What follows belongs to an exercise in optimizing a design on an open flow for small area; a production flow would make more cautious choices. Only simulation tests tie the RTL to the original design; equivalence was not proved. The flow treats the clock pin as an ideal source, which a real chip does not have. Power figures rest on the tool's default switching activity, not on a simulated workload.

job 4339:
==> flow/design.v (excerpt) <==
module UART(
    input clk,
    input rst,
    input start,
    output tx,
    input rx,
    output reg [7:0] rxdata,
    output Rxflag
    );
export LEC_CHECK = 0
export CAP_MARGIN = 20
export CORE_MARGIN = 2
export CORE_UTILIZATION = 40
export PLACE_DENSITY = 0.7
export SLEW_MARGIN = 20
create_clock -name core_clock -period 10.0 [get_ports {clk}]
standard.sh (not shown) runs the stock make flow with config.mk's settings and CLKGATE_MAP_FILE= SYNTH_SCRIPT=/design/flow/synth_recipe.tcl, a recipe that flattens the netlist after the stock synthesis.
==> flow/flow/run.sh <==
#!/bin/bash
# Own layout flow: the standard ORFS flow (standard.sh) with
#  - synthesis: the standard synthesis script, but abc maps with an
#    area-oriented script (flow/area.abc) and no adder extraction;
#    registers, their names and the flattening are unchanged;
#  - port buffers: buf_1 instead of the default choice;
set -euo pipefail
HERE=$(pwd)
{
  head -n 1 synth_recipe.tcl
  cat <<EOF
proc abc {args} {
  set i [lsearch -exact \$args -script]
  if {\$i >= 0} { lset args [expr {\$i+1}] $HERE/flow/area.abc }
  yosys abc {*}\$args
}
EOF
  tail -n +2 synth_recipe.tcl
} > area_synth.tcl
export ADDER_MAP_FILE=
bash standard.sh SYNTH_SCRIPT=$HERE/area_synth.tcl \
  "BUFFER_PORTS_ARGS=-buffer_cell sky130_fd_sc_hd__buf_1" \
  "CTS_ARGS=-sink_clustering_enable -repair_clock_nets -dont_use_dummy_load -buf_list sky130_fd_sc_hd__clkbuf_4" \
  POST_CTS_TCL=$HERE/flow/post_cts.tcl \
  finish > flow.log 2>&1
==> flow/flow/area.abc <==
strash
ifraig
&get -n
&dch -f
&nf -R 1000 -E 10
&put
mfs3 -a
strash
&get -n
&dch -f
&nf -R 1000 -E 10
&put
mfs2 -a -W 20 -F 4 -D 20
strash
dch -f
map -a
mfs2 -a -W 30 -F 6 -D 30 -M 10000
strash
&get -n
&dch -f
&nf -R 1000
&put
Other scripts of this flow, unchanged in this note and not shown: flow/flow/post_cts.tcl
Per the final summary, job 4339 finished and its layout is clean on timing, DRC and antenna.
Setup changes, job 4339 to job 382
- PLACE_DENSITY changed from 0.7 to 0.8
- CORE_UTILIZATION changed from 40 to 60
==> flow/flow/area.abc <==
strash
&get -n
&dch -f
&nf -R 1000
&put
mfs2 -a -W 20 -F 4 -D 20
strash
&get -n
&dch -f
&nf -R 1000
&put
mfs2 -a -W 20 -F 4 -D 20
strash
&get -n
&dch -f
&nf -R 1000
&put
### Flow results
NOTE final design instance area without fill job 4339->job 382 decreased slightly
Between job 4339 and job 382, the final worst-path cycle share figures differ only marginally.
Wire length of the first global-routing pass shrinks by a few percent when moving from job 4339 to job 382.
> inputs changed (job 382 -> job 4204)
- swapping 60 for 40 in CORE_UTILIZATION
Results
| post-route minimum period | lower: job 4204 |
Job 4204 vs. job 382: timing-limited maximum frequency higher; detailed-route wire length now smaller; clock share of power lower.
Cmp job 382 and job 4204 / combinational group power / higher: job 382
met3 layer usage reported by global route ended up 3.4 points lower on job 4204 than on job 382.
Input-level comparison between job 630 and job 4204:
- PLACE_DENSITY changed from 0.8 to 0.9
==> flow/flow/area.abc <==
strash
ifraig
&get -n
&dch -f
&nf -R 1000 -E 10
&put
mfs3 -a
strash
&get -n
&dch -f
&nf -R 1000 -E 10
&put
mfs2 -a -W 20 -F 4 -D 20
strash
dch -f
map -a
mfs2 -a -W 30 -F 6 -D 30 -M 10000
strash
&get -n
&dch -f
&nf -R 1000
&put
Results
Job 630 | status: complete | timing, DRC, antenna: pass. Re met1 usage: job 4204 and job 630 aren't equal, and the higher value belongs to job 630. [compare] base=job 4204 new=job 630: data arrival time at the worst-slack endpoint held; clock power share went up 0.6 points. Going from job 4204 to job 630, total routed wirelength shrinks by 120 um. For job 630, the launch point of the worst path was rindex[0]$_SDFFE_PP1P_, unlike job 4204, where it was rindex[3]$_SDFFE_PP1P_. From job 4204 to job 630, number of clock-tree buffers in the layout did not move at all. Changes observed in job 630 relative to job 4204: number of instances on the worst hold path held, sequential cell count held, number of non-filler instances in the completed layout went up 1.0%, switching power of the nets went down about 2.7%, area overhead of the layout relative to synthesis held.
The inputs of job 6773 differ from those of job 630 as listed below.
- PLACE_DENSITY: 0.9 -> 0.6
==> flow/flow/area.abc <==
strash
&get -n
&dch -f
&nf -R 1000
&put
mfs2 -a -W 20 -F 4 -D 20
strash
&get -n
&dch -f
&nf -R 1000
&put
mfs2 -a -W 20 -F 4 -D 20
strash
&get -n
&dch -f
&nf -R 1000
&put
--- outcome ---
- When job 6773 is measured against job 630, its slew of the pin with the lowest slew margin turns out 0.017 ns higher.
- In job 6773 relative to job 630, first-pass GRT wire length had gone up by a few percent.
- Post-synthesis to final-layout area growth in job 6773 is 0.40 points higher than in job 630
- Static power due to leakage, job 6773 vs job 630: down slightly
- [compare] base=job 630 new=job 6773: width of the die about even, global-route usage rose 0.46 points, final design area excluding fillers rose about 0.8%, worst endpoint data arrival time rose 0.09 ns.
- Between job 6773 and job 630, the number of max-cap violations figures differ only marginally.
- Total power consumption of the routed design, job 630 and job 6773: lower on job 630
Relative to job 6773, the following input files were edited for job 4613:
- swapping 0.6 for 0.8 in PLACE_DENSITY
==> flow/flow/area.abc <==
strash
ifraig
&get -n
&dch -f
&nf -R 1000 -E 10
&put
mfs3 -a
strash
&get -n
&dch -f
&nf -R 1000 -E 10
&put
mfs2 -a -W 20 -F 4 -D 20
strash
dch -f
map -a
mfs2 -a -W 30 -F 6 -D 30 -M 10000
strash
&get -n
&dch -f
&nf -R 1000
&put
Job 4613 vs. job 6773: highest achievable clock rate held steady; placer congestion estimate went up about 12%; share of the cycle needed by the critical path after routing roughly the same; average via count per standard cell now sits higher. Delta (job 4613 minus job 6773): number of clock-tree buffers in the layout saw little to no change; y dimension of the die saw little to no change.

UART, a different RTL version from the one above (not shown whole).
Size in the first run: roughly 130 cells after synthesis, ~45 flip-flops, about 14 I/O pins, ~0.0014 sq mm of cells after synthesis.
export LEC_CHECK = 0
export CAP_MARGIN = 20
export CORE_MARGIN = 2
export CORE_UTILIZATION = 40
export PLACE_DENSITY = 0.9
export SLEW_MARGIN = 20
create_clock -name core_clock -period 10.0 [get_ports {clk}]
==> flow/flow/area.abc <==
strash
&get -n
&synch2
&put
dch -f
map -a
mfs3 -a
strash
&get -n
&dch
&nf -R 1000
&put
mfs3 -a -E 10000 -I 30
strash
&get -n
&dch -f -r
&nf -R 1000 -E 10
&put
mfs2 -a -W 20 -F 4 -D 20
strash
&get -n
&dch -f
&nf -R 100
&put
==> flow/flow/post_cts.tcl <==
set clk_slew_target 0.124
proc max_clk_slew {} {
  estimate_parasitics -placement
  set mx 0
  foreach p [get_pins -hierarchical */CLK] {
    set s [get_property $p slew_max]
    if {$s > $mx} {set mx $s}
  }
  return $mx
}
proc buf_area {b} { return [get_property [get_lib_cells [get_property [get_cells $b] ref_name]] area] }
set root ""
set leaves {}
foreach c [get_cells clkbuf_*] {
  set n [get_full_name $c]
  if {[string match clkbuf_0_* $n]} { set root $n } else { lappend leaves $n }
}
set leaves [lsort $leaves]
set orig {}
foreach b [concat [list $root] $leaves] { lappend orig $b [get_property [get_cells $b] ref_name] }
puts "clock tree: root $root, leaves $leaves, max clock slew [max_clk_slew]"
set best_area 1e9
set best {}
foreach rs {1 2 4 8 16} {
  replace_cell $root sky130_fd_sc_hd__clkbuf_$rs
  foreach b $leaves { replace_cell $b sky130_fd_sc_hd__clkbuf_16 }
  if {[max_clk_slew] >= $clk_slew_target} { continue }
  foreach b $leaves {
    foreach sz {1 2 4 8 16} {
      replace_cell $b sky130_fd_sc_hd__clkbuf_$sz
      if {[max_clk_slew] < $clk_slew_target} { break }
    }
  }
  set a 0
  set cfg {}
  foreach b [concat [list $root] $leaves] { set a [expr {$a + [buf_area $b]}]; lappend cfg $b [get_property [get_cells $b] ref_name] }
  puts "root clkbuf_$rs: area $a, max clock slew [max_clk_slew], $cfg"
  if {$a < $best_area} { set best_area $a; set best $cfg }
}
if {$best == {}} { set best $orig }
foreach {b m} $best { replace_cell $b $m }
detailed_placement
puts "chosen: $best, area $best_area, max clock slew after legalization [max_clk_slew]"
Scripts as last shown in full above: flow/flow/run.sh
Edit:
==> flow/flow/area.abc (replaced) <==
strash
ifraig
&get -n
&dch -f
&nf -R 1000 -E 10
&put
mfs3 -a
strash
&get -n
&dch -f
&nf -R 1000 -E 10
&put
mfs2 -a -W 20 -F 4 -D 20
strash
dch -f
map -a
mfs2 -a -W 30 -F 6 -D 30 -M 10000
strash
&get -n
&dch -f
&nf -R 1000
&put
--- a/flow/flow/post_cts.tcl
+++ b/flow/flow/post_cts.tcl
@@ -1,3 +1,3 @@
-set clk_slew_target 0.124
+set clk_slew_target 0.112
 proc max_clk_slew {} {
   estimate_parasitics -placement
- final cell count climbs by 1.5%
- power climbs by 22%
- worst setup slack degrades by 110 ps
- design area climbs by 0.91%
- clock-buffer cell count stays the same

-- static timing again, ports no longer ideal --
No port has a modelled driver above. Below, the same layouts with a new extraction and two added sets of constraints.
Step 1: set_driving_cell puts a clkbuf_16 on clk and a buf_2 on each other input, an assumption about the parent block.
Step 2 also shifts input and output timing later by t, the mid clock arrival at the registers, as if the neighbouring blocks saw the same clock.
a / b / c = ideal ports / drivers / drivers and shift; a / b = the first two.
| run | shift t [ns] | setup WS [ns] | slew at the worst register clock pin (ns) | pins driven straight from the clock port |
|---|---|---|---|---|
| job 4339 | 0.491 | 6.643 / 6.623 / 6.302 | 0.10 / 0.10 | 1 |
| job 382 | 0.520 | 6.648 / 6.623 / 6.277 | 0.11 / 0.11 | 1 |
| job 4204 | 0.477 | 6.691 / 6.670 / 6.346 | 0.11 / 0.11 | 1 |
| job 630 | 0.502 | 6.685 / 6.662 / 6.260 | 0.11 / 0.11 | 1 |
| job 6773 | 0.508 | 6.594 / 6.571 / 6.315 | 0.11 / 0.11 | 1 |
| job 4613 | 0.558 | 6.600 / 6.578 / 6.189 | 0.10 / 0.10 | 1 |
| the first run of note 2 | 0.498 | 6.693 / 6.673 / 6.445 | 0.12 / 0.12 | 1 |
| the second run of note 2 | 0.499 | 6.588 / 6.568 / 6.419 | 0.09 / 0.09 | 1 |
After both steps setup and hold are still met in every run listed. For job 630, which loses most, drivers alone change the setup slack by -0.023 ns; drivers and shift together by -0.425 ns.
